Source: an optimization exercise on an open RTL-to-GDS flow (aim: small area, a short achievable clock period and few clock cycles). Production flows keep margins and buffers that such runs may drop.
Where RTL was checked, it was by simulation tests only, not by an equivalence proof against the original.
No functional check of the RTL was part of runs 1 and 2.
Power figures rest on the tool's default switching activity, not on a simulated workload.

**flow/config.mk**
```make
export PLATFORM = sky130hd
export DESIGN_NAME = chip8_cpu
export DESIGN_NICKNAME = chip8_cpu
export VERILOG_FILES = /design/flow/design.v
export SDC_FILE = /design/flow/constraint.sdc
export NUM_CORES = 4
export LEC_CHECK = 0
export CAP_MARGIN = 20
export CORE_MARGIN = 2
export CORE_UTILIZATION = 60
export SLEW_MARGIN = 20
```
**flow/constraint.sdc**
```tcl
create_clock -name core_clock -period 12.0 [get_ports {clk}]
set_input_delay 2.4000 -clock core_clock [delete_from_list [all_inputs] [get_ports {clk}]]
set_output_delay 2.4000 -clock core_clock [all_outputs]
set_load 0.01 [all_outputs]
```
**flow/design.v**
```verilog
`timescale 1ns / 1ps
module chip8_cpu (
    input wire clk,
    input wire reset,
    input wire [7:0] mem_data_in,
    input wire [15:0] key_pressed,
    output wire mem_read,
    output reg [11:0] mem_addr_out,
    output reg [7:0] mem_data_out,
    output reg mem_write
);
    reg        q_hi, q_lo, q_ld;
    reg        t_hi, t_lo, t_ld;
    reg        m_st, m_ld, m_bcd, m_key, m_res;
    reg [3:0]  i;            
    reg [3:0]  mx;           
    reg [11:0] pcs;          
    reg [7:0]  ir_hi, ir_lo;
    reg        ev;           
    reg [11:0] I;
    reg [7:0]  V[0:15];
    reg [11:0] stack[0:15];
    reg [3:0]  sp;
    reg [7:0]  delay_timer, sound_timer;
    reg [20:0] one_hz;       
    reg [15:0] lfsr;
    wire       dcy = t_lo;               
    wire [7:0] din = mem_data_in;
    wire       stream = !(m_st || m_ld || m_bcd || m_key || m_res);
    assign mem_read = !mem_write;        
    wire [7:0] vx = V[ir_hi[3:0]];
    wire [7:0] vy = V[din[7:4]];
    reg  [7:0] opx, opy;
    always @(posedge clk) begin
        opx <= vx;
        opy <= vy;
    end
    reg  [3:0] key_idx;
    integer    k;
    always @(*) begin
        key_idx = 4'd0;
        for (k = 15; k >= 0; k = k - 1)
            if (key_pressed[k]) key_idx = k[3:0];
    end
    wire any_key = |key_pressed;
    wire [1:0] bcd_h = (vx >= 8'd200) ? 2'd2 : (vx >= 8'd100) ? 2'd1 : 2'd0;
    function [7:0] bcd_to;
        input [7:0] v;
        begin
            case (v)
                8'd0: bcd_to = {4'd0, 4'd0};
                8'd1: bcd_to = {4'd0, 4'd1};
                8'd2: bcd_to = {4'd0, 4'd2};
                8'd3: bcd_to = {4'd0, 4'd3};
                8'd4: bcd_to = {4'd0, 4'd4};
                8'd5: bcd_to = {4'd0, 4'd5};
                8'd6: bcd_to = {4'd0, 4'd6};
                8'd7: bcd_to = {4'd0, 4'd7};
                8'd8: bcd_to = {4'd0, 4'd8};
                8'd9: bcd_to = {4'd0, 4'd9};
                8'd10: bcd_to = {4'd1, 4'd0};
                8'd11: bcd_to = {4'd1, 4'd1};
                8'd12: bcd_to = {4'd1, 4'd2};
                8'd13: bcd_to = {4'd1, 4'd3};
                8'd14: bcd_to = {4'd1, 4'd4};
                8'd15: bcd_to = {4'd1, 4'd5};
                8'd16: bcd_to = {4'd1, 4'd6};
                8'd17: bcd_to = {4'd1, 4'd7};
                8'd18: bcd_to = {4'd1, 4'd8};
                8'd19: bcd_to = {4'd1, 4'd9};
                8'd20: bcd_to = {4'd2, 4'd0};
                8'd21: bcd_to = {4'd2, 4'd1};
                8'd22: bcd_to = {4'd2, 4'd2};
                8'd23: bcd_to = {4'd2, 4'd3};
                8'd24: bcd_to = {4'd2, 4'd4};
                8'd25: bcd_to = {4'd2, 4'd5};
                8'd26: bcd_to = {4'd2, 4'd6};
                8'd27: bcd_to = {4'd2, 4'd7};
                8'd28: bcd_to = {4'd2, 4'd8};
                8'd29: bcd_to = {4'd2, 4'd9};
                8'd30: bcd_to = {4'd3, 4'd0};
                8'd31: bcd_to = {4'd3, 4'd1};
                8'd32: bcd_to = {4'd3, 4'd2};
                8'd33: bcd_to = {4'd3, 4'd3};
                8'd34: bcd_to = {4'd3, 4'd4};
                8'd35: bcd_to = {4'd3, 4'd5};
                8'd36: bcd_to = {4'd3, 4'd6};
                8'd37: bcd_to = {4'd3, 4'd7};
                8'd38: bcd_to = {4'd3, 4'd8};
                8'd39: bcd_to = {4'd3, 4'd9};
                8'd40: bcd_to = {4'd4, 4'd0};
                8'd41: bcd_to = {4'd4, 4'd1};
                8'd42: bcd_to = {4'd4, 4'd2};
                8'd43: bcd_to = {4'd4, 4'd3};
                8'd44: bcd_to = {4'd4, 4'd4};
                8'd45: bcd_to = {4'd4, 4'd5};
                8'd46: bcd_to = {4'd4, 4'd6};
                8'd47: bcd_to = {4'd4, 4'd7};
                8'd48: bcd_to = {4'd4, 4'd8};
                8'd49: bcd_to = {4'd4, 4'd9};
                8'd50: bcd_to = {4'd5, 4'd0};
                8'd51: bcd_to = {4'd5, 4'd1};
                8'd52: bcd_to = {4'd5, 4'd2};
                8'd53: bcd_to = {4'd5, 4'd3};
                8'd54: bcd_to = {4'd5, 4'd4};
                8'd55: bcd_to = {4'd5, 4'd5};
                8'd56: bcd_to = {4'd5, 4'd6};
                8'd57: bcd_to = {4'd5, 4'd7};
                8'd58: bcd_to = {4'd5, 4'd8};
                8'd59: bcd_to = {4'd5, 4'd9};
                8'd60: bcd_to = {4'd6, 4'd0};
                8'd61: bcd_to = {4'd6, 4'd1};
                8'd62: bcd_to = {4'd6, 4'd2};
                8'd63: bcd_to = {4'd6, 4'd3};
                8'd64: bcd_to = {4'd6, 4'd4};
                8'd65: bcd_to = {4'd6, 4'd5};
                8'd66: bcd_to = {4'd6, 4'd6};
                8'd67: bcd_to = {4'd6, 4'd7};
                8'd68: bcd_to = {4'd6, 4'd8};
                8'd69: bcd_to = {4'd6, 4'd9};
                8'd70: bcd_to = {4'd7, 4'd0};
                8'd71: bcd_to = {4'd7, 4'd1};
                8'd72: bcd_to = {4'd7, 4'd2};
                8'd73: bcd_to = {4'd7, 4'd3};
                8'd74: bcd_to = {4'd7, 4'd4};
                8'd75: bcd_to = {4'd7, 4'd5};
                8'd76: bcd_to = {4'd7, 4'd6};
                8'd77: bcd_to = {4'd7, 4'd7};
                8'd78: bcd_to = {4'd7, 4'd8};
                8'd79: bcd_to = {4'd7, 4'd9};
                8'd80: bcd_to = {4'd8, 4'd0};
                8'd81: bcd_to = {4'd8, 4'd1};
                8'd82: bcd_to = {4'd8, 4'd2};
                8'd83: bcd_to = {4'd8, 4'd3};
                8'd84: bcd_to = {4'd8, 4'd4};
                8'd85: bcd_to = {4'd8, 4'd5};
                8'd86: bcd_to = {4'd8, 4'd6};
                8'd87: bcd_to = {4'd8, 4'd7};
                8'd88: bcd_to = {4'd8, 4'd8};
                8'd89: bcd_to = {4'd8, 4'd9};
                8'd90: bcd_to = {4'd9, 4'd0};
                8'd91: bcd_to = {4'd9, 4'd1};
                8'd92: bcd_to = {4'd9, 4'd2};
                8'd93: bcd_to = {4'd9, 4'd3};
                8'd94: bcd_to = {4'd9, 4'd4};
                8'd95: bcd_to = {4'd9, 4'd5};
                8'd96: bcd_to = {4'd9, 4'd6};
                8'd97: bcd_to = {4'd9, 4'd7};
                8'd98: bcd_to = {4'd9, 4'd8};
                8'd99: bcd_to = {4'd9, 4'd9};
                8'd100: bcd_to = {4'd0, 4'd0};
                8'd101: bcd_to = {4'd0, 4'd1};
                8'd102: bcd_to = {4'd0, 4'd2};
                8'd103: bcd_to = {4'd0, 4'd3};
                8'd104: bcd_to = {4'd0, 4'd4};
                8'd105: bcd_to = {4'd0, 4'd5};
                8'd106: bcd_to = {4'd0, 4'd6};
                8'd107: bcd_to = {4'd0, 4'd7};
                8'd108: bcd_to = {4'd0, 4'd8};
                8'd109: bcd_to = {4'd0, 4'd9};
                8'd110: bcd_to = {4'd1, 4'd0};
                8'd111: bcd_to = {4'd1, 4'd1};
                8'd112: bcd_to = {4'd1, 4'd2};
                8'd113: bcd_to = {4'd1, 4'd3};
                8'd114: bcd_to = {4'd1, 4'd4};
                8'd115: bcd_to = {4'd1, 4'd5};
                8'd116: bcd_to = {4'd1, 4'd6};
                8'd117: bcd_to = {4'd1, 4'd7};
                8'd118: bcd_to = {4'd1, 4'd8};
                8'd119: bcd_to = {4'd1, 4'd9};
                8'd120: bcd_to = {4'd2, 4'd0};
                8'd121: bcd_to = {4'd2, 4'd1};
                8'd122: bcd_to = {4'd2, 4'd2};
                8'd123: bcd_to = {4'd2, 4'd3};
                8'd124: bcd_to = {4'd2, 4'd4};
                8'd125: bcd_to = {4'd2, 4'd5};
                8'd126: bcd_to = {4'd2, 4'd6};
                8'd127: bcd_to = {4'd2, 4'd7};
                8'd128: bcd_to = {4'd2, 4'd8};
                8'd129: bcd_to = {4'd2, 4'd9};
                8'd130: bcd_to = {4'd3, 4'd0};
                8'd131: bcd_to = {4'd3, 4'd1};
                8'd132: bcd_to = {4'd3, 4'd2};
                8'd133: bcd_to = {4'd3, 4'd3};
                8'd134: bcd_to = {4'd3, 4'd4};
                8'd135: bcd_to = {4'd3, 4'd5};
                8'd136: bcd_to = {4'd3, 4'd6};
                8'd137: bcd_to = {4'd3, 4'd7};
                8'd138: bcd_to = {4'd3, 4'd8};
                8'd139: bcd_to = {4'd3, 4'd9};
                8'd140: bcd_to = {4'd4, 4'd0};
                8'd141: bcd_to = {4'd4, 4'd1};
                8'd142: bcd_to = {4'd4, 4'd2};
                8'd143: bcd_to = {4'd4, 4'd3};
                8'd144: bcd_to = {4'd4, 4'd4};
                8'd145: bcd_to = {4'd4, 4'd5};
                8'd146: bcd_to = {4'd4, 4'd6};
                8'd147: bcd_to = {4'd4, 4'd7};
                8'd148: bcd_to = {4'd4, 4'd8};
                8'd149: bcd_to = {4'd4, 4'd9};
                8'd150: bcd_to = {4'd5, 4'd0};
                8'd151: bcd_to = {4'd5, 4'd1};
                8'd152: bcd_to = {4'd5, 4'd2};
                8'd153: bcd_to = {4'd5, 4'd3};
                8'd154: bcd_to = {4'd5, 4'd4};
                8'd155: bcd_to = {4'd5, 4'd5};
                8'd156: bcd_to = {4'd5, 4'd6};
                8'd157: bcd_to = {4'd5, 4'd7};
                8'd158: bcd_to = {4'd5, 4'd8};
                8'd159: bcd_to = {4'd5, 4'd9};
                8'd160: bcd_to = {4'd6, 4'd0};
                8'd161: bcd_to = {4'd6, 4'd1};
                8'd162: bcd_to = {4'd6, 4'd2};
                8'd163: bcd_to = {4'd6, 4'd3};
                8'd164: bcd_to = {4'd6, 4'd4};
                8'd165: bcd_to = {4'd6, 4'd5};
                8'd166: bcd_to = {4'd6, 4'd6};
                8'd167: bcd_to = {4'd6, 4'd7};
                8'd168: bcd_to = {4'd6, 4'd8};
                8'd169: bcd_to = {4'd6, 4'd9};
                8'd170: bcd_to = {4'd7, 4'd0};
                8'd171: bcd_to = {4'd7, 4'd1};
                8'd172: bcd_to = {4'd7, 4'd2};
                8'd173: bcd_to = {4'd7, 4'd3};
                8'd174: bcd_to = {4'd7, 4'd4};
                8'd175: bcd_to = {4'd7, 4'd5};
                8'd176: bcd_to = {4'd7, 4'd6};
                8'd177: bcd_to = {4'd7, 4'd7};
                8'd178: bcd_to = {4'd7, 4'd8};
                8'd179: bcd_to = {4'd7, 4'd9};
                8'd180: bcd_to = {4'd8, 4'd0};
                8'd181: bcd_to = {4'd8, 4'd1};
                8'd182: bcd_to = {4'd8, 4'd2};
                8'd183: bcd_to = {4'd8, 4'd3};
                8'd184: bcd_to = {4'd8, 4'd4};
                8'd185: bcd_to = {4'd8, 4'd5};
                8'd186: bcd_to = {4'd8, 4'd6};
                8'd187: bcd_to = {4'd8, 4'd7};
                8'd188: bcd_to = {4'd8, 4'd8};
                8'd189: bcd_to = {4'd8, 4'd9};
                8'd190: bcd_to = {4'd9, 4'd0};
                8'd191: bcd_to = {4'd9, 4'd1};
                8'd192: bcd_to = {4'd9, 4'd2};
                8'd193: bcd_to = {4'd9, 4'd3};
                8'd194: bcd_to = {4'd9, 4'd4};
                8'd195: bcd_to = {4'd9, 4'd5};
                8'd196: bcd_to = {4'd9, 4'd6};
                8'd197: bcd_to = {4'd9, 4'd7};
                8'd198: bcd_to = {4'd9, 4'd8};
                8'd199: bcd_to = {4'd9, 4'd9};
                8'd200: bcd_to = {4'd0, 4'd0};
                8'd201: bcd_to = {4'd0, 4'd1};
                8'd202: bcd_to = {4'd0, 4'd2};
                8'd203: bcd_to = {4'd0, 4'd3};
                8'd204: bcd_to = {4'd0, 4'd4};
                8'd205: bcd_to = {4'd0, 4'd5};
                8'd206: bcd_to = {4'd0, 4'd6};
                8'd207: bcd_to = {4'd0, 4'd7};
                8'd208: bcd_to = {4'd0, 4'd8};
                8'd209: bcd_to = {4'd0, 4'd9};
                8'd210: bcd_to = {4'd1, 4'd0};
                8'd211: bcd_to = {4'd1, 4'd1};
                8'd212: bcd_to = {4'd1, 4'd2};
                8'd213: bcd_to = {4'd1, 4'd3};
                8'd214: bcd_to = {4'd1, 4'd4};
                8'd215: bcd_to = {4'd1, 4'd5};
                8'd216: bcd_to = {4'd1, 4'd6};
                8'd217: bcd_to = {4'd1, 4'd7};
                8'd218: bcd_to = {4'd1, 4'd8};
                8'd219: bcd_to = {4'd1, 4'd9};
                8'd220: bcd_to = {4'd2, 4'd0};
                8'd221: bcd_to = {4'd2, 4'd1};
                8'd222: bcd_to = {4'd2, 4'd2};
                8'd223: bcd_to = {4'd2, 4'd3};
                8'd224: bcd_to = {4'd2, 4'd4};
                8'd225: bcd_to = {4'd2, 4'd5};
                8'd226: bcd_to = {4'd2, 4'd6};
                8'd227: bcd_to = {4'd2, 4'd7};
                8'd228: bcd_to = {4'd2, 4'd8};
                8'd229: bcd_to = {4'd2, 4'd9};
                8'd230: bcd_to = {4'd3, 4'd0};
                8'd231: bcd_to = {4'd3, 4'd1};
                8'd232: bcd_to = {4'd3, 4'd2};
                8'd233: bcd_to = {4'd3, 4'd3};
                8'd234: bcd_to = {4'd3, 4'd4};
                8'd235: bcd_to = {4'd3, 4'd5};
                8'd236: bcd_to = {4'd3, 4'd6};
                8'd237: bcd_to = {4'd3, 4'd7};
                8'd238: bcd_to = {4'd3, 4'd8};
                8'd239: bcd_to = {4'd3, 4'd9};
                8'd240: bcd_to = {4'd4, 4'd0};
                8'd241: bcd_to = {4'd4, 4'd1};
                8'd242: bcd_to = {4'd4, 4'd2};
                8'd243: bcd_to = {4'd4, 4'd3};
                8'd244: bcd_to = {4'd4, 4'd4};
                8'd245: bcd_to = {4'd4, 4'd5};
                8'd246: bcd_to = {4'd4, 4'd6};
                8'd247: bcd_to = {4'd4, 4'd7};
                8'd248: bcd_to = {4'd4, 4'd8};
                8'd249: bcd_to = {4'd4, 4'd9};
                8'd250: bcd_to = {4'd5, 4'd0};
                8'd251: bcd_to = {4'd5, 4'd1};
                8'd252: bcd_to = {4'd5, 4'd2};
                8'd253: bcd_to = {4'd5, 4'd3};
                8'd254: bcd_to = {4'd5, 4'd4};
                8'd255: bcd_to = {4'd5, 4'd5};
                default: bcd_to = 8'd0;
            endcase
        end
    endfunction
    wire [7:0] bcd_e = bcd_to(opx);
    wire [3:0] bcd_t = bcd_e[7:4];
    wire [3:0] bcd_o = bcd_e[3:0];
    wire [3:0]  dop   = ir_hi[7:4];
    wire        d_jmp = (dop == 4'h1) || (dop == 4'h2);
    wire        d_ret = (ir_hi == 8'h00) && (din == 8'hEE);
    wire        eq_nn = (vx == din);
    wire        key_x = key_pressed[vx[3:0]];
    reg         d_skip;
    always @(*) begin
        case (dop)
            4'h3: d_skip = eq_nn;
            4'h4: d_skip = !eq_nn;
            4'hE: d_skip = ((din == 8'h9E) && key_x) || ((din == 8'hA1) && !key_x);
            default: d_skip = 1'b0;
        endcase
    end
    wire d_f     = (dop == 4'hF);
    wire d_st    = d_f && (din == 8'h55);
    wire d_ld    = d_f && (din == 8'h65);
    wire d_bcd   = d_f && (din == 8'h33);
    wire d_key   = d_f && (din == 8'h0A);
    wire d_mem   = d_st || d_ld || d_bcd || d_key;
    wire d_redir = d_jmp || d_ret || d_skip;
    wire x_zero  = (ir_hi[3:0] == 4'd0);
    reg [11:0] target;
    always @(*) begin
        if (d_jmp)      target = {ir_hi[3:0], din};
        else if (d_ret) target = stack[sp - 4'd1];
        else            target = mem_addr_out + 12'd2;     
    end
    wire       d8     = (dop == 4'h8);
    reg        c_sub_xy, c_sub_yx, c_nn, c_flag;
    always @(posedge clk) begin
        c_sub_xy <= d8 && (din[3:0] == 4'h5);
        c_sub_yx <= d8 && (din[3:0] == 4'h7);
        c_nn     <= (dop == 4'h7);
        c_flag   <= dcy && d8 && (din[3:0] == 4'h4 || din[3:0] == 4'h5 || din[3:0] == 4'h6 ||
                                  din[3:0] == 4'h7 || din[3:0] == 4'hE);
    end
    wire [3:0] eop = ir_hi[7:4];
    wire [3:0] en  = ir_lo[3:0];
    wire [7:0] nn  = ir_lo;
    wire [7:0] a_op = c_sub_yx ? ~opx : opx;
    wire [7:0] b_op = c_nn ? nn : c_sub_xy ? ~opy : opy;
    wire [8:0] sum  = {1'b0, a_op} + {1'b0, b_op} + {8'd0, c_sub_xy | c_sub_yx};
    wire       e_bnn  = ev && (eop == 4'hB);
    wire       e_skip = ev && (((eop == 4'h5) && (opx == opy)) || ((eop == 4'h9) && (opx != opy)));
    reg        e_we, e_wf;
    reg [7:0]  e_wd;
    reg        e_f;
    always @(*) begin
        e_we = 1'b0; e_wf = c_flag; e_wd = 8'd0; e_f = 1'b0;
        if (ev) begin
            case (eop)
                4'h6: begin e_we = 1'b1; e_wd = nn; end
                4'h7: begin e_we = 1'b1; e_wd = sum[7:0]; end
                4'h8: case (en)
                    4'h0: begin e_we = 1'b1; e_wd = opy; end
                    4'h1: begin e_we = 1'b1; e_wd = opx | opy; end
                    4'h2: begin e_we = 1'b1; e_wd = opx & opy; end
                    4'h3: begin e_we = 1'b1; e_wd = opx ^ opy; end
                    4'h4, 4'h5, 4'h7: begin e_we = 1'b1; e_wd = sum[7:0]; e_f = sum[8]; end
                    4'h6: begin e_we = 1'b1; e_wd = {1'b0, opx[7:1]}; e_f = opx[0]; end
                    4'hE: begin e_we = 1'b1; e_wd = {opx[6:0], 1'b0}; e_f = opx[7]; end
                    default: ;
                endcase
                4'hC: begin e_we = 1'b1; e_wd = nn & lfsr[7:0]; end
                4'hF: if (nn == 8'h07) begin e_we = 1'b1; e_wd = delay_timer; end
                default: ;
            endcase
        end
    end
    reg        w_en;
    reg [3:0]  w_idx;
    reg [7:0]  w_dat;
    always @(*) begin
        if (t_ld) begin
            w_en = 1'b1; w_idx = i - 4'd2; w_dat = din;
        end else if (m_key) begin
            w_en = any_key; w_idx = mx; w_dat = {4'd0, key_idx};
        end else begin
            w_en = e_we; w_idx = ir_hi[3:0]; w_dat = e_wd;
        end
    end
    integer r;
    always @(posedge clk) begin
        for (r = 0; r < 16; r = r + 1)
            if (r == 15 && e_wf)
                V[r] <= {7'd0, e_f};
            else if (w_en && w_idx == r[3:0])
                V[r] <= w_dat;
        if (dcy && dop == 4'h2)
            stack[sp] <= mem_addr_out;
    end
    always @(posedge clk) begin
        if (t_hi && stream)
            ir_hi <= din;
        else if (m_res || (m_key && any_key))
            ir_hi <= t_hi ? din : ir_lo;
        else if (dcy && d_st)
            ir_hi[3:0] <= 4'd1;
        else if (m_st)
            ir_hi[3:0] <= ir_hi[3:0] + 4'd1;
        if (t_hi && !stream)
            ir_lo <= din;
        if (dcy) begin
            ir_lo <= din;
            mx <= ir_hi[3:0];
            pcs <= mem_addr_out + 12'd1;
            mem_data_out <= din[6] ? V[0] : {6'd0, bcd_h};    
        end else if (m_st) begin
            mem_data_out <= vx;
        end else if (m_bcd) begin
            mem_data_out <= {4'd0, i[0] ? bcd_t : bcd_o};
        end
        if (dcy)
            i <= 4'd1;
        else if (m_st || m_ld || m_bcd || m_res)
            i <= i + 4'd1;
    end
    always @(posedge clk or posedge reset) begin
        if (reset) begin
            mem_addr_out <= 12'h200;
            mem_write <= 1'b0;
            q_hi <= 1'b1; q_lo <= 1'b0; q_ld <= 1'b0;
            t_hi <= 1'b0; t_lo <= 1'b0; t_ld <= 1'b0;
            m_st <= 1'b0; m_ld <= 1'b0; m_bcd <= 1'b0; m_key <= 1'b0; m_res <= 1'b0;
            ev <= 1'b0;
            I <= 12'd0;
            sp <= 4'd0;
            delay_timer <= 8'd0;
            sound_timer <= 8'd0;
            one_hz <= 21'h1FFFFF;
            lfsr <= 16'hACE1;
        end else begin
            if (one_hz == 21'h0E2A3E) begin
                one_hz <= 21'h1FFFFF;
                if (delay_timer != 8'd0) delay_timer <= delay_timer - 8'd1;
                if (sound_timer != 8'd0) sound_timer <= sound_timer - 8'd1;
            end else begin
                one_hz <= {one_hz[19:0], one_hz[20] ^ one_hz[18]};
            end
            ev <= dcy;
            t_hi <= q_hi && !(dcy && d_redir);
            t_lo <= q_lo && !e_skip && !e_bnn;
            t_ld <= q_ld;
            mem_write <= 1'b0;
            q_ld <= 1'b0;
            if (stream) begin
                mem_addr_out <= mem_addr_out + 12'd1;
                q_hi <= q_lo;
                q_lo <= q_hi;
                if (dcy) begin
                    if (d_redir) begin
                        mem_addr_out <= target;
                        q_hi <= 1'b1;
                        q_lo <= 1'b0;
                    end else if (d_mem) begin
                        mem_addr_out <= I;
                        q_hi <= 1'b0;
                        q_lo <= 1'b0;
                        q_ld <= d_ld;
                        mem_write <= d_st || d_bcd;
                        m_st <= d_st && !x_zero;
                        m_ld <= d_ld && !x_zero;
                        m_bcd <= d_bcd;
                        m_key <= d_key;
                        m_res <= (d_st || d_ld) && x_zero;
                    end
                    if (dop == 4'h2) sp <= sp + 4'd1;
                    if (d_ret) sp <= sp - 4'd1;
                end
                if (e_bnn) begin
                    mem_addr_out <= {ir_hi[3:0], ir_lo} + {4'd0, V[0]};
                    q_hi <= 1'b1;
                    q_lo <= 1'b0;
                end
            end else begin
                if (m_st || m_ld || m_bcd)
                    mem_addr_out <= mem_addr_out + 12'd1;
                if (m_st || m_bcd)
                    mem_write <= 1'b1;
                if (m_ld)
                    q_ld <= 1'b1;
                if ((m_st && ir_hi[3:0] == mx) || (m_ld && i == mx)) begin
                    m_st <= 1'b0;
                    m_ld <= 1'b0;
                    m_res <= 1'b1;
                end
                if (m_bcd && i[1]) begin
                    m_bcd <= 1'b0;
                    m_res <= 1'b1;
                end
                if (m_res || (m_key && any_key)) begin
                    mem_addr_out <= pcs;
                    q_lo <= 1'b1;
                    m_res <= 1'b0;
                    m_key <= 1'b0;
                end
            end
            if (ev) begin
                case (eop)
                    4'hA: I <= {ir_hi[3:0], ir_lo};
                    4'hC: lfsr <= {lfsr[14:0], lfsr[15] ^ lfsr[13] ^ lfsr[12] ^ lfsr[10]};
                    4'hF: case (nn)
                        8'h15: delay_timer <= opx;
                        8'h18: sound_timer <= opx;
                        8'h1E: I <= I + {4'd0, opx};
                        8'h29: I <= {6'd0, opx[3:0], 2'd0} + {8'd0, opx[3:0]};
                        default: ;
                    endcase
                    default: ;
                endcase
            end
        end
    end
endmodule
```
**flow/flow/run.sh**
```bash
#!/bin/bash
set -euo pipefail
export SETUP_SLACK_MARGIN=8
bash standard.sh > standard_make.log 2>&1
```
**flow/standard.sh**
```bash
#!/bin/bash
# synth_recipe.tcl (not shown) runs the flow's synth.tcl, then flattens the netlist and writes it again
# the make line also repeats each setting of config.mk as NAME=value (left out here)
make -C /OpenROAD-flow-scripts/flow DESIGN_CONFIG=/design/flow/config.mk WORK_HOME=/design/flow/orfs CLKGATE_MAP_FILE= SYNTH_SCRIPT=/design/flow/synth_recipe.tcl "${@:-finish}"
```
==> out/summary.txt, run 1 <==
EDFF count, synth -> 353
Die ar. -> 43800 um^2
largest net degree at the start of global routing -> 80
pre-CTS setup slack -> 6180 ps
RSZ-0062 raised after global routing -> true
reg2reg path depth -> 13
relative slew slack -> 0.300
TritonCTS clock tree -> built
P_leak -> 11.3 nW
layout cells sized above 1 -> 0.254
core footprint -> 41800 um^2
hold depth -> 0
fin crit period -> 4320 ps
status -> complete, no violations
synthesized net count -> 2289
clk sinks -> 477
PD cells -> 291 nW/um^2
worst hold path class -> reg2reg
Hold Vio Cnt, Final -> 0
nets -> 2425
clk buf depth -> 3
Num CTS Buffers -> 50
Least-Margin Pin Slew -> 1040 ps
Via Count -> 20.3k
CP Capture Type -> flip-flop
Area Overhead vs Synth -> 19.5%
drt via density -> 6.98
Final period util -> 0.360
cell area after layout -> 30200 um^2
initial antenna violation count -> 0
Async SR Flop Fraction -> 0.180
Slew Limit Fails -> 0
Placer Congestion -> 0.980
DR iter-0 viols -> 2896
CTS H-tree depth -> 2
Starting Density -> 0.606
register area share after synthesis -> 0.536
row count -> 75
Worst VDD drop -> 0.365 mV
Crit Path Class -> reg2reg
final setup skew -> 26.0 ps
Layout fillers -> 2871
Post-DP HPWL -> 52600 um
number of global-route vias before repair -> 19.4k
GRT overflow -> 0
max-cap viol count -> 0
crit path DAT -> 4790 ps
setup TNS -> 0 ps
Die Height -> 209 um
Detailed Route WL -> 84400 um
r2r setup slk -> 7680 ps
Die Wd -> 209 um
Synth warnings -> 2
mapped cell area -> 25300 um^2
final setup margin -> 7680 ps
DP Area -> 26600 um^2
# DRC -> 0
CTS clk-pin slew, worst paths -> 60 ps
Unique masters post-synth -> 95
worst-skew pair later-pin latency -> 600 ps
drt pass-1 iters -> 8
io pins -> 48
CTS Root Cell -> clkbuf_16
Total Routing Usage GR -> 0.377
post-synthesis register bit count -> 477
Fmax achieved -> 231 MHz
Critical Path Fanout Max -> 44
ys flop type -> edfxtp_1
Hold Buf Count CTS -> 0
final antenna-violating net count -> 0
antenna fix cells -> 0
PortBufs -> 47
first-pass GRT wire length -> 123000 um
WL per Instance -> 29.0 um
Syn Inst Count -> 2197
syn_area_per_cell -> 11.5 um^2
Final setup viols -> 0
crit path launch type -> flip-flop
Worst EP required -> 12470 ps
-- cell families (layout without fill, tap and decap cells) --
logic type	Yosys count	in the layout	share of synthesized area
adders and majority gates	66	66	0.0341
xor gates and xnor gates	94	94	0.0325
muxes	175	176	0.100
buffers and inverters	228	399	0.0357
and+or+nand+nor	601	602	0.112
AOI/OAI and AO/OA	556	560	0.150
DFF	477	477	0.536
-- cell usage in the layout, fill, tap and decap left out, types with 18 or more instances in the layout --
master,instances
a211oi_1,26
a21o_1,19
a21oi_1,117
a22o_1,24
a22oi_1,42
a31oi_1,18
buf_4,135
buf_6,19
clkbuf_16,55
dfrtp_1,46
dfstp_2,30
dfxtp_1,36
edfxtp_1,353
ha_1,55
inv_1,65
mux2_2,42
mux2i_1,67
mux4_2,57
nand2_1,166
nand2b_1,25
nand3_1,52
nor2_1,145
nor2b_1,20
nor3_1,39
o21ai_0,108
xnor2_1,54
xor2_1,36
-- worst max-delay path: stages (launching register included) --
cell and delay [ps]:
edfxtp_1 370, buf_6 240, nor2b_1 680, a21oi_2 310
a41oi_4 660, xnor2_2 190, nand4_1 140, buf_6 150
or4_4 510, a21oi_4 230, or3_4 240, buf_12 120
nor3_2 30, o32a_1 280
-- report_power, final --
part	total, W	internal, W	switching (W)
logic	0.00489	0.00203	0.00286
clock network	0.00154	0.000876	0.000666
registers	0.00236	0.00209	0.000269
-- timing repair --
| action | in CTS | in global routing |
|---|---|---|
| gates resized for setup | 220 | 83 |
| setup endpoints to repair | 222 | 202 |
| cloned | 9 | 5 |
| pin swaps | 52 | 48 |
| buffers inserted | 75 | 41 |
-- state kept, by name, indices dropped and copies added, names as in the netlist, 4 cells and up --
signal        flops
I                12
lfsr             16
one_hz           21
V               128
mem_addr_out     12
mx                4
delay_timer       8
ir_hi             8
i                 4
stack           192
mem_data_out      8
opy               8
opx               8
bcd_e             7
pcs              12
ir_lo             8
sp                4
-- Yosys cell counts (25+ instances only) --
library cell	number	area [um^2]
edfxtp_1	353	10600
nand2b_1	27	169
a22oi_1	45	338
o21ai_0	111	556
dfxtp_1	38	761
mux4_2	57	1280
a21oi_1	123	616
mux2_2	43	484
clkbuf_1	112	420
nand2_1	177	664
inv_1	75	282
mux2i_1	71	711
xor2_1	36	315
nor2_1	170	638
nor3_1	49	245
dfstp_2	31	815
nor2b_1	26	163
a211oi_1	34	255
dfrtp_1	55	1380
a22o_1	25	219
xnor2_1	58	508
ha_1	61	763
nand3_1	56	280
-- layout make-up --
cell class	instances	area (um^2)	share of cell area
sequential	477	13600	0.449
inverter	79	324	0.0107
tap	539	674	0.0223
multi-input combinational	1498	11900	0.393
clock buffer	59	1320	0.0437
timing repair inverter	1	5.00	0.000166
clock inverter	34	295	0.00977
timing repair buffer	226	2150	0.0712
-- worst paths after layout --
check / endpoint / start
setup / recovery: mem_addr_out[3] / ir_hi[2]
max in group asynchronous: mem_addr_out[11] / reset
min in group asynchronous: one_hz[7] / reset
setup reg to reg: mem_addr_out[3] / ir_hi[2]
hold reg to reg: one_hz[2] / one_hz[1]
hold / removal: one_hz[2] / one_hz[1]
-- layer usage --
| metal | track usage | wire length, um | share of wire |
|---|---|---|---|
| met5 | 0 | 0 | 0 |
| met2 | 0.587 | 37400 | 0.44 |
| met4 | 0.203 | 5960 | 0.071 |
| met3 | 0.0816 | 10000 | 0.12 |
| met1 | 0.500 | 31000 | 0.37 |
-- per-stage QoR --
step                std cells  hold slack (ps)  total power (W)   util
floorplan                2197              331          0.00512      -
global placement         2688              340          0.00615  0.635
detailed placement       2690              343          0.00622  0.636
CTS                      2867              365          0.00840  0.709
global route             2913              367          0.00916  0.724
finish                   2913              364          0.00880  0.724
==> run 2: changes to the inputs <==
--- a/flow/design.v
+++ b/flow/design.v
@@ -29,12 +29,9 @@
     wire       stream = !(m_st || m_ld || m_bcd || m_key || m_res);
     assign mem_read = !mem_write;        
     wire [7:0] vx = V[ir_hi[3:0]];
-    wire [7:0] vy = V[din[7:4]];
-    reg  [7:0] opx, opy;
-    always @(posedge clk) begin
-        opx <= vx;
-        opy <= vy;
-    end
+    wire [7:0] vy = V[ir_lo[7:4]];
+    wire [7:0] opx = vx;
+    wire [7:0] opy = vy;
     reg  [3:0] key_idx;
     integer    k;
     always @(*) begin
==> run 2 against run 1 <==
Net effect:
- wire length up 5.4%
- count of clock-buffer cells in the layout is 3 lower
- largest cell class unchanged
- synthesized cell count rose by 1.5%
- utilization grew 1.6 points
- sequential share of layout area shrank 2.4 points
- clock power barely moved
- via count increased by 3.2%
- sequential power fell by 8%
- highest routed layer unchanged
==> out/summary.txt, run 2 <==
Critical Path Fanout Max -> 20 (-55%)
TritonCTS clock tree -> built
status -> complete, no violations
xor and xnor area share after synthesis -> 0.0365 (+0.00395)
EDFF count, synth -> 353 (unchanged)
ys flop type -> edfxtp_1
most common cell after layout, fill and taps aside -> edfxtp_1
CTS Root Cell -> clkbuf_16
row count -> 75 (unchanged)
clk buf depth -> 3 (unchanged)
Synth top area share -> 0.421 (+0.00168)
Placer Congestion -> 0.999 (+1.9%)
crit path launch type -> flip-flop
io pins -> 48 (unchanged)
Post-DP HPWL -> 54800 um (+4.2%)
hold depth -> 0 (unchanged)
Largest Register -> stack
DR iter-0 viols -> 3140 (+8.4%)
register area share after synthesis -> 0.519 (-0.0161)
largest net degree at the start of global routing -> 62 (-23%)
WL per Instance -> 29.9 um (+3.3%)
final setup skew -> 30.4 ps (+4.35 ps)
max-cap viol count -> 0 (unchanged)
Unique masters post-synth -> 90 (-5.3%)
FF/Latch Area -> 13100 um^2 (-3.5%)
Power, Total -> 0.0105 W (+20%)
dominant cell by count in the synthesized netlist -> edfxtp_1
Final Util -> 0.740 (+0.0160)
PortBufs -> 47 (unchanged)
Hold Buf Count CTS -> 0 (unchanged)
nets -> 2486 (+2.5%)
layout cells sized above 1 -> 0.279 (+0.0245)
post-synthesis simple-gate area fraction -> 0.119 (+0.00671)
Layout fillers -> 2744 (-4.4%)
Die ar. -> 43700 um^2 (-0.39%)
Die Height -> 209 um (-0.20%)
number of global-route vias before repair -> 20.2k (+4.5%)
Synth warnings -> 2 (unchanged)
crit path DAT -> 5320 ps (+530 ps)
drt pass-1 iters -> 7 (-1)
Syn Inst Count -> 2229 (+1.5%)
Least-Margin Pin Slew -> 1160 ps (+118 ps)
max reg flops -> 192 (unchanged)
worst-skew pair later-pin latency -> 610 ps (about the same)
Starting Density -> 0.605 (-0.00107)
# DRC -> 0 (unchanged)
post-synthesis register bit count -> 454 (-4.8%)
first-pass GRT wire length -> 130000 um (+6.1%)
setup TNS -> 0 ps (unchanged)
mapped cell area -> 25200 um^2 (-0.40%)
reg2reg path depth -> 22 (+9)
drt via density -> 7.06 (+1.1%)
mux share of post-synthesis cell area -> 0.0965 (-0.00367)
PD cells -> 342 nW/um^2 (+18%)
Slew Limit Fails -> 0 (unchanged)
Worst EP required -> 12290 ps (-180 ps)
CTS clk-pin slew, worst paths -> 60 ps (about the same)
syn_area_per_cell -> 11.3 um^2 (-1.8%)
Die Wd -> 209 um (-0.20%)
Hold Vio Cnt, Final -> 0 (unchanged)
Area Overhead vs Synth -> 22.3%
largest registers -> stack x192, V x128, one_hz x21
Crit Path Class -> reg2reg
fin crit period -> 5030 ps (+712 ps)
synthesized net count -> 2322 (+1.4%)
Worst VDD drop -> 0.194 mV (-47%)
RSZ-0062 raised after global routing -> true
Synth area leader -> edfxtp_1
Post-Synth Adder-Cell Area -> 0.0347 (+0.000634)
clk sinks -> 454 (-4.8%)
Async SR Flop Fraction -> 0.189 (+0.00913)
r2r setup slk -> 6970 ps (-710 ps)
worst hold path class -> reg2reg
core footprint -> 41700 um^2 (-0.22%)
CTS H-tree depth -> 2 (unchanged)
most frequent cells in the layout -> edfxtp_1 (353), nand2_1 (186), buf_4 (153), nor2_1 (145), a21oi_1 (103)
top cells by area, synth -> edfxtp_1 (42%), mux4_2 (5.6%), dfrtp_1 (5.5%)
P_leak -> 11.2 nW (-0.24%)
final antenna-violating net count -> 0 (unchanged)
initial antenna violation count -> 2 (+2)
largest family of logic cells by synthesized area -> compound AO/OA/AOI/OAI gates
Final period util -> 0.419 (+0.0593)
CP Capture Type -> flip-flop
post-synthesis compound-gate area fraction -> 0.156 (+0.00621)
Fmax achieved -> 199 MHz (-14%)
Num CTS Buffers -> 48 (-4.0%)
GRT overflow -> 0 (unchanged)
Via Count -> 21.0k (+3.2%)
top cells by count, synth -> edfxtp_1 (353), nand2_1 (195), nor2_1 (171)
Fin Hold WS -> 351 ps (-13.1 ps)
relative slew slack -> 0.220 (-0.0796)
Multi-input gate area -> 12200 um^2 (+3.0%)
Detailed Route WL -> 88900 um (+5.4%)
Final setup viols -> 0 (unchanged)
Total Routing Usage GR -> 0.403 (+0.0254)
[run 2: cell types whose count changed in the layout (fill, tap and decap cells not counted), sizes merged, moves of 7 or more]
cell | before | now
inv | 77 | 65
a31oi | 19 | 29
a21o | 19 | 12
a22o | 25 | 18
buf | 184 | 232
nand2 | 177 | 195
mux2 | 46 | 34
xnor2 | 58 | 71
o21ai | 123 | 108
dfxtp | 38 | 15
or2 | 9 | 18
clkbuf | 70 | 63
a32o | 5 | 15
mux2i | 73 | 63
[run 2: worst paths after layout]
kind,end,startpoint
hold / removal,t_ld,q_ld
hold reg to reg,t_ld,q_ld
min in group asynchronous,lfsr[14],reset
setup / recovery,V[1][2],ir_hi[0]
max in group asynchronous,mem_addr_out[10],reset
setup reg to reg,V[1][2],ir_hi[0]
[run 2: per-layer routing]
metal / up-vias / wire, um / global-route usage
li1: 8793 / - / -
met1: 10200 / 32200 / 0.526
met2: 1622 / 38400 / 0.598
met3: 406 / 11600 / 0.111
met4: 0 / 6720 / 0.254
met5: - / 0 / 0
[run 2: what timing repair did]
action	CTS	global route
resized for setup	282	91
setup buffers	121	31
setup endpoints to repair	316	271
cloned	11	2
pin swaps	76	58
[run 2: per-stage QoR]
step           cells  cell area, um^2  setup WS, ps
3_5_place_dp    2716            26500          5690
3_3_place_gp    2715            26500          5750
2_1_floorplan   2229            25700          7460
5_1_grt         2971            30800          6770
4_1_cts         2936            30200          7100
6_report        2972            30800          6970
[run 2: layout make-up]
class | count | share of cell area
antenna | 2 | 0.000162
multi-input combinational | 1540 | 0.397
clock buffer | 56 | 0.0419
timing repair buffer | 276 | 0.0916
clock inverter | 32 | 0.0106
sequential | 454 | 0.425
inverter | 71 | 0.0112
tap | 539 | 0.0219
timing repair inverter | 2 | 0.000609
[run 2: cells by family after synthesis]
logic type                 Yosys count
buffers and inverters              237
DFF                                454
AOI/OAI and AO/OA                  574
muxes                              160
adders and majority gates           67
xor gates and xnor gates           105
and+or+nand+nor                    632
[run 2: report_power, final]
part	internal (W)	switching, W
Clock	0.000868	0.000651
Sequential	0.00198	0.000187
Combinational	0.00294	0.00391
[run 2: critical path, stage by stage, from the launching register on]
cell and delay (ps):
edfxtp_1 500, buf_6 180, inv_8 60, ha_4 170
bufbuf_16 270, buf_4 120, a22oi_1 70, a311oi_1 330
nor3_1 110, a22oi_2 180, buf_12 220, xor2_1 210
inv_1 100, fa_2 430, xnor2_2 160, a31oi_1 170
o22ai_1 90, a21oi_1 130, o221ai_1 120, a221o_1 320
a222oi_1 300, buf_4 250, clkinvlp_4 190
==> run 3: changes to the inputs <==
--- a/flow/design.v
+++ b/flow/design.v
@@ -29,9 +29,12 @@
     wire       stream = !(m_st || m_ld || m_bcd || m_key || m_res);
     assign mem_read = !mem_write;        
     wire [7:0] vx = V[ir_hi[3:0]];
-    wire [7:0] vy = V[ir_lo[7:4]];
-    wire [7:0] opx = vx;
-    wire [7:0] opy = vy;
+    wire [7:0] vy = V[m_st ? i : din[7:4]];
+    reg  [7:0] opx, opy;
+    always @(posedge clk) begin
+        opx <= vx;
+        opy <= vy;
+    end
     reg  [3:0] key_idx;
     integer    k;
     always @(*) begin
@@ -401,23 +404,14 @@
             stack[sp] <= mem_addr_out;
     end
     always @(posedge clk) begin
-        if (t_hi && stream)
-            ir_hi <= din;
-        else if (m_res || (m_key && any_key))
-            ir_hi <= t_hi ? din : ir_lo;
-        else if (dcy && d_st)
-            ir_hi[3:0] <= 4'd1;
-        else if (m_st)
-            ir_hi[3:0] <= ir_hi[3:0] + 4'd1;
-        if (t_hi && !stream)
-            ir_lo <= din;
+        if (t_hi) ir_hi <= din;
         if (dcy) begin
             ir_lo <= din;
             mx <= ir_hi[3:0];
             pcs <= mem_addr_out + 12'd1;
             mem_data_out <= din[6] ? V[0] : {6'd0, bcd_h};    
         end else if (m_st) begin
-            mem_data_out <= vx;
+            mem_data_out <= vy;
         end else if (m_bcd) begin
             mem_data_out <= {4'd0, i[0] ? bcd_t : bcd_o};
         end
@@ -490,7 +484,7 @@
                     mem_write <= 1'b1;
                 if (m_ld)
                     q_ld <= 1'b1;
-                if ((m_st && ir_hi[3:0] == mx) || (m_ld && i == mx)) begin
+                if ((m_st || m_ld) && i == mx) begin
                     m_st <= 1'b0;
                     m_ld <= 1'b0;
                     m_res <= 1'b1;
==> run 3 against run 2 <==
Net effect:
- still clean on timing, DRC and antenna
- critical path depth fell by 11
- die area down 0.91%
- first-iteration DRC count is 16% lower
- maximum frequency rose by 26%
- sequential share of layout area rose by 3.6 points
- largest cell class unchanged
- clock skew increased by 13 ps
==> out/summary.txt, run 3 <==
status -> complete, no violations
r2r setup slk -> 8070 ps (+1100 ps)
Synth warnings -> 2 (unchanged)
EDFF count, synth -> 353 (unchanged)
row count -> 74 (-1.3%)
final setup margin -> 8010 ps (+1050 ps)
register area share after synthesis -> 0.543 (+0.0233)
ys flop type -> edfxtp_1
Detailed Route WL -> 79100 um (-11%)
number of global-route vias before repair -> 18.2k (-9.9%)
Least-Margin Pin Slew -> 1160 ps (+2.39 ps)
worst-skew pair later-pin latency -> 610 ps (about the same)
PD cells -> 257 nW/um^2 (-25%)
Crit Path Class -> in2reg
drt via density -> 6.95 (-1.7%)
CTS Root Cell -> clkbuf_16
Layout fillers -> 2801 (+2.1%)
M2 GR Usage -> 0.542 (-0.0562)
Die ar. -> 43300 um^2 (-0.91%)
Final period util -> 0.332 (-0.0872)
reg2reg path depth -> 13 (-41%)
pre-CTS setup slack -> 6390 ps (+700 ps)
Multi-input gate area -> 11500 um^2 (-6.1%)
met3 usage -> 0.0657 (-0.0456)
Syn Inst Count -> 2116 (-5.1%)
Final setup viols -> 0 (unchanged)
GR Layer Usage met1 -> 0.510 (-0.0166)
Hold Vio Cnt, Final -> 0 (unchanged)
crit path DAT -> 4530 ps (-790 ps)
Largest Register -> stack
mapped cell area -> 25000 um^2 (-0.92%)
CTS clk-pin slew, worst paths -> 60 ps (about the same)
synthesized net count -> 2204 (-5.1%)
drt pass-1 iters -> 5 (-2)
DR iter-0 viols -> 2652 (-16%)
Area Overhead vs Synth -> 17.9%
syn_area_per_cell -> 11.8 um^2 (+4.4%)
antenna fix cells -> 0 (-2)
Unique masters post-synth -> 101 (+12%)
Num CTS Buffers -> 49 (+2.1%)
crit path to -> V[15][1]
Total Routing Usage GR -> 0.357 (-0.0451)
nets -> 2289 (-7.9%)
crit path launch type -> input port
fin crit period -> 3990 ps (-1050 ps)
largest registers -> stack x192, V x128, one_hz x21
GRT overflow -> 0 (unchanged)
largest net degree at the start of global routing -> 64 (+3.2%)
# DRC -> 0 (unchanged)
layout cells sized above 1 -> 0.229 (-0.0494)
WL per Instance -> 28.5 um (-4.7%)
Synth area leader -> edfxtp_1
FF/Latch Area -> 13600 um^2 (+3.5%)
Synth top area share -> 0.424 (+0.00392)
Worst VDD drop -> 0.312 mV (+61%)
Async SR Flop Fraction -> 0.180 (-0.00913)
Die Wd -> 208 um (-0.45%)
Starting Density -> 0.610 (+0.00526)
crit path from -> key_pressed[6]
max reg flops -> 192 (unchanged)
Placer Congestion -> 0.955 (-4.5%)
clk buf depth -> 3 (unchanged)
top cells by count, synth -> edfxtp_1 (353), nor2_1 (174), nand2_1 (149)
relative slew slack -> 0.221 (about the same)
Post-DP HPWL -> 51800 um (-5.5%)
Die Height -> 208 um (-0.45%)
FF-to-FF End -> t_hi
clk sinks -> 477 (+5.1%)
Via Count -> 19.3k (-8.3%)
first-pass GRT wire length -> 116000 um (-11%)
most common cell after layout, fill and taps aside -> edfxtp_1
most frequent cells in the layout -> edfxtp_1 (353), nand2_1 (140), nor2_1 (129), o21ai_0 (113), a21oi_1 (96)
post-synthesis register bit count -> 477 (+5.1%)
Layout Cells excl Fill -> 2772 (-6.7%)
Fmax achieved -> 251 MHz (+26%)
Power, Total -> 0.00755 W (-28%)
worst hold path class -> reg2reg
core footprint -> 40900 um^2 (-1.8%)
TritonCTS clock tree -> built
r2r startpoint -> ir_hi[1]
top cells by area, synth -> edfxtp_1 (42%), mux4_2 (5.7%), dfrtp_1 (5.5%)
final antenna-violating net count -> 0 (unchanged)
PortBufs -> 47 (unchanged)
Slew Limit Fails -> 0 (unchanged)
final setup skew -> 43.5 ps (+13.1 ps)
dominant cell by count in the synthesized netlist -> edfxtp_1
RSZ-0062 raised after global routing -> true
io pins -> 48 (unchanged)
CP Capture Type -> flip-flop
Worst EP required -> 12540 ps (+250 ps)
max-cap viol count -> 0 (unchanged)
initial antenna violation count -> 1 (-1)
Critical Path Fanout Max -> 7 (-65%)
setup TNS -> 0 ps (unchanged)
post-placement cell count -> 2608 (-4.0%)
gr busiest metal -> met2
P_leak -> 10.9 nW (-2.7%)
CTS H-tree depth -> 2 (unchanged)
## run 3: cell types whose count changed after synthesis, sizes merged, moves of 21 or more
cell    change
a21oi      -27
clkbuf     -25
nand2      -45
dfxtp      +23
o21ai      +21
inv        +22
## run 3: cell families after synthesis
family,Yosys count,synth area share
AND/OR/NAND/NOR,571,0.110
AO/OA/AOI/OAI,531,0.146
flip-flops,477,0.543
buffers and inverters,222,0.0372
multiplexers,155,0.0966
XOR/XNOR,98,0.0344
adder cells (fa/ha/maj),62,0.0326
## run 3: layer usage
| layer | part of all wire | up-vias | wire length, um |
|---|---|---|---|
| li1 | - | 8227 | - |
| met1 | 0.39 | 9550 | 31000 |
| met2 | 0.46 | 1228 | 36100 |
| met3 | 0.10 | 247 | 8270 |
| met4 | 0.047 | 0 | 3730 |
| met5 | 0 | - | 0 |
## run 3: layout make-up
cell class,count,share of cell area
timing repair buffer,165,0.0587
sequential,477,0.461
clock inverter,23,0.00888
multi-input combinational,1418,0.390
clock buffer,67,0.0468
inverter,90,0.0120
tap,532,0.0226
## run 3: repair_timing
item	4_1_cts	5_1_grt
gates cloned	4	1
setup buffers	43	26
endpoints found under the setup margin	201	187
pin swaps	21	33
hold buffers	0	0
gates resized for setup	179	89
## run 3: worst min-delay path by stage
stage,startpoint,endpoint,slack [ps],depth (start not counted)
2_1_floorplan,q_ld,t_ld,330,0
3_3_place_gp,q_ld,t_ld,330,0
3_5_place_dp,one_hz[1],one_hz[2],360,0
4_1_cts,q_ld,t_ld,360,0
5_1_grt,one_hz[1],one_hz[2],370,0
6_report,one_hz[1],one_hz[2],360,0
## run 3: power by group
| group | leakage [nW] | switching (W) | total (W) | internal (W) |
|---|---|---|---|---|
| clock network | 0.792 | 0.000658 | 0.00155 | 0.000894 |
| logic | 5.54 | 0.00218 | 0.00359 | 0.00141 |
| registers | 4.60 | 0.000281 | 0.00241 | 0.00213 |
## run 3: per-stage QoR
stage          cell area [um^2]  hold slack [ps]   util
2_1_floorplan             25400              331      -
3_3_place_gp              26300              332  0.642
3_5_place_dp              26300              356  0.643
4_1_cts                   28900              363  0.707
5_1_grt                   29400              367  0.719
6_report                  29400              363  0.719
## run 3: critical path, cell delays in order
cell	delay (ps)
dlygate4sd2_1	290
nor4_4	360
nand2b_4	70
o31a_4	330
nor2_4	140
o21ai_4	100
nor2b_4	170
nand4_1	180
nor2b_4	220
buf_12	130
a22o_1	130
Testbench counts of run 3, summed over its fixed seeds: cycles 204,165.
==> run 4: changes to the inputs <==
--- a/flow/design.v
+++ b/flow/design.v
@@ -43,6 +43,12 @@
             if (key_pressed[k]) key_idx = k[3:0];
     end
     wire any_key = |key_pressed;
+    reg  [3:0] key_idx_r;
+    reg        any_key_r;
+    always @(posedge clk) begin
+        key_idx_r <= key_idx;
+        any_key_r <= any_key;
+    end
     wire [1:0] bcd_h = (vx >= 8'd200) ? 2'd2 : (vx >= 8'd100) ? 2'd1 : 2'd0;
     function [7:0] bcd_to;
         input [7:0] v;
@@ -388,7 +394,7 @@
         if (t_ld) begin
             w_en = 1'b1; w_idx = i - 4'd2; w_dat = din;
         end else if (m_key) begin
-            w_en = any_key; w_idx = mx; w_dat = {4'd0, key_idx};
+            w_en = any_key_r; w_idx = mx; w_dat = {4'd0, key_idx_r};
         end else begin
             w_en = e_we; w_idx = ir_hi[3:0]; w_dat = e_wd;
         end
@@ -493,7 +499,7 @@
                     m_bcd <= 1'b0;
                     m_res <= 1'b1;
                 end
-                if (m_res || (m_key && any_key)) begin
+                if (m_res || (m_key && any_key_r)) begin
                     mem_addr_out <= pcs;
                     q_lo <= 1'b1;
                     m_res <= 1'b0;
==> run 4 against run 3 <==
Net effect:
- still clean
- wire length is 0.75% lower
- combinational power down 17%
- sequential power fell by 4%
- final cell count is essentially flat
- worst hold slack better by 2.7 ps
- critical endpoint is now mem_addr_out[3]
==> out/summary.txt, run 4 <==
family with the most delay on the worst path -> simple AND/OR/NAND/NOR gates
clk buf depth -> 3 (unchanged)
Starting Density -> 0.607 (-0.00272)
Post-DP HPWL -> 50900 um (-1.7%)
Async SR Flop Fraction -> 0.178 (-0.00187)
most frequent cells in the layout -> edfxtp_1 (353), nand2_1 (170), nor2_1 (155), o21ai_0 (111), a21oi_1 (100)
top cells by area, synth -> edfxtp_1 (43%), mux4_2 (5.8%), dfrtp_1 (5.5%)
synthesized net count -> 2194 (-0.45%)
syn_area_per_cell -> 11.8 um^2 (-0.20%)
cells along the critical path -> clkdlybuf4s18_2, nand2_1, nor3_2, nand4_1, buf_12, nand2_8, nor3_4, nand3_4, mux2_4, a31oi_4, o22a_1
Largest Register -> stack
number of global-route vias before repair -> 18.1k (-0.50%)
GRT overflow -> 0 (unchanged)
PortBufs -> 47 (unchanged)
WL per Instance -> 28.3 um (-0.71%)
post-synthesis register bit count -> 482 (+1.0%)
Crit Path Class -> in2reg
CTS H-tree depth -> 2 (unchanged)
largest stage delay on the critical path -> 350 ps (about the same)
CTS Root Cell -> clkbuf_16
row count -> 74 (unchanged)
core footprint -> 40800 um^2 (-0.23%)
Die Wd -> 207 um (-0.33%)
Fin Hold WS -> 365 ps (+2.70 ps)
TritonCTS clock tree -> built
nets -> 2286 (-0.13%)
largest net degree at the start of global routing -> 67 (+4.7%)
Placer Congestion -> 0.962 (+0.79%)
Switching Share -> 0.387 (-0.0254)
P_leak -> 10.7 nW (-2.2%)
Critical Path Fanout Max -> 11 (+4)
Worst VDD drop -> 0.266 mV (-15%)
Die ar. -> 43000 um^2 (-0.66%)
final setup margin -> 7940 ps (-76.0 ps)
CP Capture Type -> flip-flop
status -> complete, no violations
clk sinks -> 482 (+1.0%)
Pint -> 0.00422 W (-5.0%)
dominant cell by count in the synthesized netlist -> edfxtp_1
largest registers -> stack x192, V x128, one_hz x21
Slew Limit Fails -> 0 (unchanged)
io pins -> 48 (unchanged)
crit path launch type -> input port
Die Height -> 207 um (-0.33%)
Hold Startpoint -> q_ld
fin crit period -> 4060 ps (+76.0 ps)
sequential share of power -> 0.336 (+0.017)
Hold Buf Count CTS -> 0 (unchanged)
Synth warnings -> 2 (unchanged)
Area Overhead vs Synth -> 17.0%
Synth top area share -> 0.427 (+0.00287)
Hold Vio Cnt, Final -> 0 (unchanged)
DR iter-0 viols -> 2748 (+3.6%)
CTS clk-pin slew, worst paths -> 60 ps (about the same)
r2r setup slk -> 7950 ps (-120 ps)
RSZ-0062 raised after global routing -> true
pre-CTS setup slack -> 6440 ps (+53.4 ps)
max reg flops -> 192 (unchanged)
Num CTS Buffers -> 49 (unchanged)
Least-Margin Pin Slew -> 1140 ps (-19.9 ps)
antenna fix cells -> 0 (unchanged)
combinational power share -> 0.435 (-0.040)
max-cap viol count -> 0 (unchanged)
drt via density -> 6.87 (-1.1%)
r2r startpoint -> ir_hi[2]
cell area after layout -> 29000 um^2 (-1.4%)
final setup skew -> 14.0 ps (-29.5 ps)
relative slew slack -> 0.238 (+0.0175)
Synth area leader -> edfxtp_1
Final setup viols -> 0 (unchanged)
Syn Inst Count -> 2106 (-0.47%)
# DRC -> 0 (unchanged)
Detailed Route WL -> 78500 um (-0.75%)
slowest stage cell, crit path -> clkdlybuf4s18_2
crit path DAT -> 4610 ps (+80 ps)
Via Count -> 19.0k (-1.1%)
top cells by count, synth -> edfxtp_1 (353), nor2_1 (186), nand2_1 (175)
register area share after synthesis -> 0.550 (+0.00770)
initial antenna violation count -> 1 (unchanged)
Fmax achieved -> 246 MHz (-1.9%)
worst-skew pair later-pin latency -> 610 ps (about the same)
worst hold path class -> reg2reg
Worst EP required -> 12540 ps (about the same)
setup TNS -> 0 ps (unchanged)
mapped cell area -> 24800 um^2 (-0.67%)
crit path from -> mem_data_in[2]
final antenna-violating net count -> 0 (unchanged)
most common cell after layout, fill and taps aside -> edfxtp_1
Final period util -> 0.339 (+0.00634)
Unique masters post-synth -> 99 (-2.0%)
crit path buf inv count -> 2 (unchanged)
first-pass GRT wire length -> 115000 um (-1.2%)
DP Area -> 26200 um^2 (-0.38%)
drt pass-1 iters -> 9 (+4)
layout cells sized above 1 -> 0.216 (-0.0137)
Clock power frac -> 0.228 (+0.022)
ys flop type -> edfxtp_1
EDFF count, synth -> 353 (unchanged)
PD cells -> 237 nW/um^2 (-7.6%)
P_sw -> 0.00266 W (-15%)
Total Routing Usage GR -> 0.356 (-0.00180)
==> run 4: cell types whose count changed in the layout (fill, tap and decap cells not counted), sizes merged, moves of 8 or more <==
cell	previous run	this run
o211ai	17	7
mux2	38	27
clkbuf	77	67
inv	89	79
nand2	150	176
nand3b	13	4
nor2	178	187
xor2	43	35
==> run 4: power by group through the flow <==
stage                     clock network (W)  registers [W]  logic, W
after global routing                0.00164        0.00233   0.00321
after floorplan                           0        0.00229   0.00189
final                               0.00157        0.00231   0.00299
after CTS                           0.00158        0.00230   0.00283
after global placement                    0        0.00234   0.00262
after detailed placement                  0        0.00235   0.00267
==> run 4: layer usage <==
layer	part of all wire	up-vias	wire, um	track usage
met5	0	-	0	0
met4	0.045	0	3570	0.154
met3	0.11	230	8810	0.0658
met2	0.44	1308	34900	0.537
met1	0.40	9316	31300	0.509
li1	-	8177	-	-
==> run 4: final timing paths <==
kind	depth (start not counted)	endpoint
min in group asynchronous	2	one_hz[15]
setup reg to reg	14	mem_addr_out[3]
setup / recovery	11	mem_addr_out[3]
hold reg to reg	0	t_ld
hold / removal	0	t_ld
max in group asynchronous	3	sp[0]
==> run 4: layout make-up <==
class                      instances  area, um^2
clock buffer                      63        1310
clock inverter                    29         328
fill                            2909       11800
inverter                          81         328
multi-input combinational       1417       11100
sequential                       482       13700
tap                              532         666
timing repair buffer             166        1660
timing repair inverter             1        5.00
==> run 4: what timing repair did <==
item                                    CTS  global route
endpoints found under the setup margin  129            73
hold endpoints to repair                  0             0
gates cloned                              6             3
buffers inserted                         27            24
pin swaps                                20            47
gates resized for setup                 151            80
==> run 4: cell families after synthesis <==
group                      after synthesis  share of synthesized area
buffers and inverters                  210                     0.0367
AOI/OAI and AO/OA                      533                      0.146
muxes                                  140                     0.0903
DFF                                    482                      0.550
and+or+nand+nor                        587                      0.111
xor gates and xnor gates                92                     0.0328
adders and majority gates               62                     0.0328
==> run 4: stage by stage <==
stage | std cells | util | total power [W]
2_1_floorplan | 2106 | - | 0.00418
3_3_place_gp | 2619 | 0.641 | 0.00496
3_5_place_dp | 2619 | 0.642 | 0.00501
4_1_cts | 2744 | 0.698 | 0.00671
5_1_grt | 2771 | 0.711 | 0.00717
6_report | 2771 | 0.711 | 0.00688
Testbench counts of run 4, summed over its fixed seeds: cycles 204,165.
==> run 5: changes to the inputs <==
==> flow/flow/run.sh (replaced) <==
#!/bin/bash
# Standard ORFS layout (the standard.sh: unchanged synthesis and steps), with
# - the port buffers that buffer_ports adds made buf_4 instead of its default
#   (a slow delay buffer), so input and output paths start from a fast buffer.
set -euo pipefail
export SETUP_SLACK_MARGIN=8
export BUFFER_PORTS_ARGS="-buffer_cell sky130_fd_sc_hd__buf_4"
bash standard.sh > standard_make.log 2>&1
--- a/flow/config.mk
+++ b/flow/config.mk
@@ -8,4 +8,7 @@
 export CAP_MARGIN = 20
 export CORE_MARGIN = 2
 export CORE_UTILIZATION = 60
+export CTS_BUF_LIST = sky130_fd_sc_hd__clkbuf_16
+export CTS_CLUSTER_DIAMETER = 60
+export CTS_CLUSTER_SIZE = 30
 export SLEW_MARGIN = 20
==> run 5 against run 4 <==
Net effect:
- worst setup slack improved by 47 ps
- final cell count is 1.3% lower
- critical path type unchanged
- maximum frequency rose by 1.2%
- worst hold slack lost 7.7 ps
- total power fell by 5.6%
- synthesized cell count unchanged
- still clean
- wire length fell by 2.8%
- sequential cell count did not move
- clock power fell by 17%
- sequential share of layout area increased by 1.2 points
- register-to-register slack better by 40 ps
- via count fell by 1.2%
==> out/summary.txt, run 5 <==
status -> complete, no violations
CTS clk-pin slew, worst paths -> 80 ps (+20 ps)
Synth top area share -> 0.427 (unchanged)
Total Routing Usage GR -> 0.339 (-0.0162)
# DRC -> 0 (unchanged)
reg2reg path depth -> 15 (+1)
syn_area_per_cell -> 11.8 um^2 (unchanged)
Largest Register -> stack
EDFF count, synth -> 353 (unchanged)
r2r setup slk -> 7990 ps (+40 ps)
io pins -> 48 (unchanged)
largest net degree at the start of global routing -> 54 (-19%)
final antenna-violating net count -> 0 (unchanged)
PortBufs -> 47 (unchanged)
Worst VDD drop -> 0.205 mV (-23%)
ys flop type -> edfxtp_1
slowest stage cell, crit path -> nor2_4
layout cells sized above 1 -> 0.220 (+0.00398)
register area share after synthesis -> 0.550 (unchanged)
Hold Buf Count CTS -> 0 (unchanged)
nets -> 2265 (-0.92%)
Layout fillers -> 2965 (+1.9%)
Worst path depth -> 11 (unchanged)
clk buf depth -> 3 (unchanged)
post-placement cell count -> 2614 (-0.19%)
Via Count -> 18.8k (-1.2%)
post-synthesis register bit count -> 482 (unchanged)
core footprint -> 40800 um^2 (unchanged)
combinational power share -> 0.445 (+0.010)
most frequent cells in the layout -> edfxtp_1 (353), nand2_1 (170), nor2_1 (152), buf_4 (137), o21ai_0 (112)
GRT overflow -> 0 (unchanged)
PD cells -> 230 nW/um^2 (-3.2%)
relative slew slack -> 0.230 (-0.00808)
initial antenna violation count -> 1 (unchanged)
Async SR Flop Fraction -> 0.178 (unchanged)
worst hold path class -> reg2reg
dominant cell by count in the synthesized netlist -> edfxtp_1
setup TNS -> 0 ps (unchanged)
Least-Margin Pin Slew -> 1160 ps (+12.1 ps)
Final period util -> 0.335 (-0.00389)
RSZ-0062 raised after global routing -> true
Layout Cells excl Fill -> 2735 (-1.3%)
Post-DP HPWL -> 50200 um (-1.4%)
row count -> 74 (unchanged)
worst-skew pair later-pin latency -> 580 ps (-30 ps)
M2 GR Usage -> 0.516 (-0.0214)
Starting Density -> 0.607 (unchanged)
Clock power frac -> 0.201 (-0.027)
Hold Vio Cnt, Final -> 0 (unchanged)
Synth area leader -> edfxtp_1
WL per Instance -> 27.9 um (-1.5%)
Slew Limit Fails -> 0 (unchanged)
drt pass-1 iters -> 8 (-1)
Pint -> 0.00389 W (-7.8%)
top cells by count, synth -> edfxtp_1 (353), nor2_1 (186), nand2_1 (175)
crit path buf inv count -> 2 (unchanged)
synthesized net count -> 2194 (unchanged)
Final setup viols -> 0 (unchanged)
top cells by area, synth -> edfxtp_1 (43%), mux4_2 (5.8%), dfrtp_1 (5.5%)
P_leak -> 10.4 nW (-2.9%)
max-cap viol count -> 0 (unchanged)
Unique masters post-synth -> 99 (unchanged)
Die Height -> 207 um (unchanged)
CTS Root Cell -> clkbuf_16
mapped cell area -> 24800 um^2 (unchanged)
Area Overhead vs Synth -> 14.1%
family with the most delay on the worst path -> simple AND/OR/NAND/NOR gates
final setup skew -> 26.9 ps (+12.9 ps)
Synth warnings -> 2 (unchanged)
Syn Inst Count -> 2106 (unchanged)
number of global-route vias before repair -> 17.6k (-3.0%)
Die ar. -> 43000 um^2 (unchanged)
TritonCTS clock tree -> built
CTS H-tree depth -> 2 (unchanged)
sequential share of power -> 0.354 (+0.018)
DR iter-0 viols -> 2584 (-6.0%)
FF/Latch Area -> 13700 um^2 (about the same)
Multi-input gate area -> 11000 um^2 (-0.83%)
Crit Path Class -> in2reg
CP Capture Type -> flip-flop
largest stage delay on the critical path -> 370 ps (+20 ps)
drt via density -> 6.88 (+0.11%)
P_sw -> 0.00261 W (-2.0%)
met3 usage -> 0.0619 (-0.00393)
GR Layer Usage met1 -> 0.491 (-0.0186)
clk sinks -> 482 (unchanged)
crit path launch type -> input port
Critical Path Fanout Max -> 11 (unchanged)
most common cell after layout, fill and taps aside -> edfxtp_1
antenna fix cells -> 0 (unchanged)
cells along the critical path -> buf_12, nand2b_4, nor2_1, a31oi_4, buf_4, nor2_4, a22oi_1, nand3_1, o22a_1, a21oi_1, o21ai_0
crit path DAT -> 4430 ps (-180 ps)
first-pass GRT wire length -> 110000 um (-3.8%)
fin crit period -> 4020 ps (-46.7 ps)
Placer Congestion -> 0.990 (+2.9%)
hold depth -> 0 (unchanged)
largest registers -> stack x192, V x128, one_hz x21
gr busiest metal -> met2
max reg flops -> 192 (unchanged)
Die Wd -> 207 um (unchanged)
Num CTS Buffers -> 36 (-27%)
Fmax achieved -> 249 MHz (+1.2%)
Switching Share -> 0.401 (+0.0144)
Detailed Route WL -> 76300 um (-2.8%)
Worst EP required -> 12410 ps (-130 ps)
[run 5: cell counts after synthesis]
No cell type changed its count.
[run 5: logic make-up after synthesis]
group | count (synthesis) | share of synthesized area
simple gates | 587 | 0.111
compound gates | 533 | 0.146
flops | 482 | 0.550
buf+inv | 210 | 0.0367
mux | 140 | 0.0903
xor+xnor | 92 | 0.0328
fa+ha+maj | 62 | 0.0328
[run 5: stage by stage]
step | hold slack (ps) | util | total power (W) | instance area [um^2] | worst slack (ps)
floorplan | 331 | - | 0.00418 | 25200 | 7770
global placement | 332 | 0.638 | 0.00494 | 26000 | 7140
detailed placement | 336 | 0.638 | 0.00498 | 26100 | 7100
CTS | 354 | 0.676 | 0.00633 | 27600 | 7920
global route | 365 | 0.693 | 0.00679 | 28300 | 7920
finish | 358 | 0.693 | 0.00650 | 28300 | 7980
[run 5: final cells by class]
| type | count | share of cell area |
|---|---|---|
| clock inverter | 27 | 0.0122 |
| timing repair buffer | 159 | 0.0500 |
| timing repair inverter | 1 | 0.000177 |
| tap | 532 | 0.0235 |
| clock buffer | 37 | 0.0327 |
| inverter | 81 | 0.0115 |
| multi-input combinational | 1416 | 0.387 |
| sequential | 482 | 0.483 |
[run 5: timing repair]
action                     in CTS  in global routing
gates cloned                    1                  7
setup endpoints to repair      60                 54
pin swaps                       7                 30
hold endpoints to repair        0                  0
resized for setup              42                 65
setup buffers                  13                 36
[run 5: final timing paths]
kind,start,endpoint
hold / removal,q_ld,t_ld
setup reg to reg,ir_hi[2],mem_addr_out[4]
hold reg to reg,q_ld,t_ld
max in group asynchronous,reset,sp[0]
min in group asynchronous,reset,lfsr[4]
setup / recovery,mem_data_in[4],mem_data_out[3]
[run 5: power groups by stage]
stage	logic [W]	clock network, W	registers (W)
2_1_floorplan	0.00189	0	0.00229
3_3_place_gp	0.00262	0	0.00232
3_5_place_dp	0.00266	0	0.00232
4_1_cts	0.00271	0.00132	0.00229
5_1_grt	0.00310	0.00138	0.00232
6_report	0.00289	0.00131	0.00230
[run 5: per-layer routing]
| layer | part of all wire | wire [um] |
|---|---|---|
| met4 | 0.044 | 3330 |
| met3 | 0.11 | 8250 |
| met5 | 0 | 0 |
| met2 | 0.45 | 34100 |
| met1 | 0.40 | 30600 |
[run 5: worst register-to-register path, stage by stage (launching register included)]
cell      delay (ps)
edfxtp_1         400
buf_12           220
inv_1             70
buf_4            230
a31oi_1          280
o211ai_1         160
o32a_4           500
nand2b_1         180
a22oi_1          270
a22oi_1          230
a2111o_1         490
nand3_4          170
buf_6            140
o21ai_2           60
a222oi_1         350
o31ai_1          110

[port drivers added, routing unchanged]
The results above use ideal ports. As a check the final layouts listed here were re-extracted and re-timed, cells and wires unchanged. Step 1 sets driving cells, clkbuf_16 on the clock port and buf_2 on the other inputs (assumed; they add their load-dependent delay and slew). Step 2, shift: input delay + t, output delay - t, t = (earliest + latest rising clock arrival at the registers) / 2. This alone moves slack from input paths to output paths. Slacks: no drivers / after step 1 / after step 2; pairs: no drivers / after step 1.
run | shift t [ns] | setup slack, ns
run 1 | 0.651 | 7.679 / 7.679 / 7.201
run 2 | 0.648 | 6.967 / 6.967 / 6.850
run 3 | 0.645 | 8.013 / 7.997 / 7.360
run 4 | 0.657 | 7.937 / 7.937 / 7.280
run 5 | 0.623 | 7.984 / 7.982 / 7.358
After both steps every run listed still meets setup and hold.
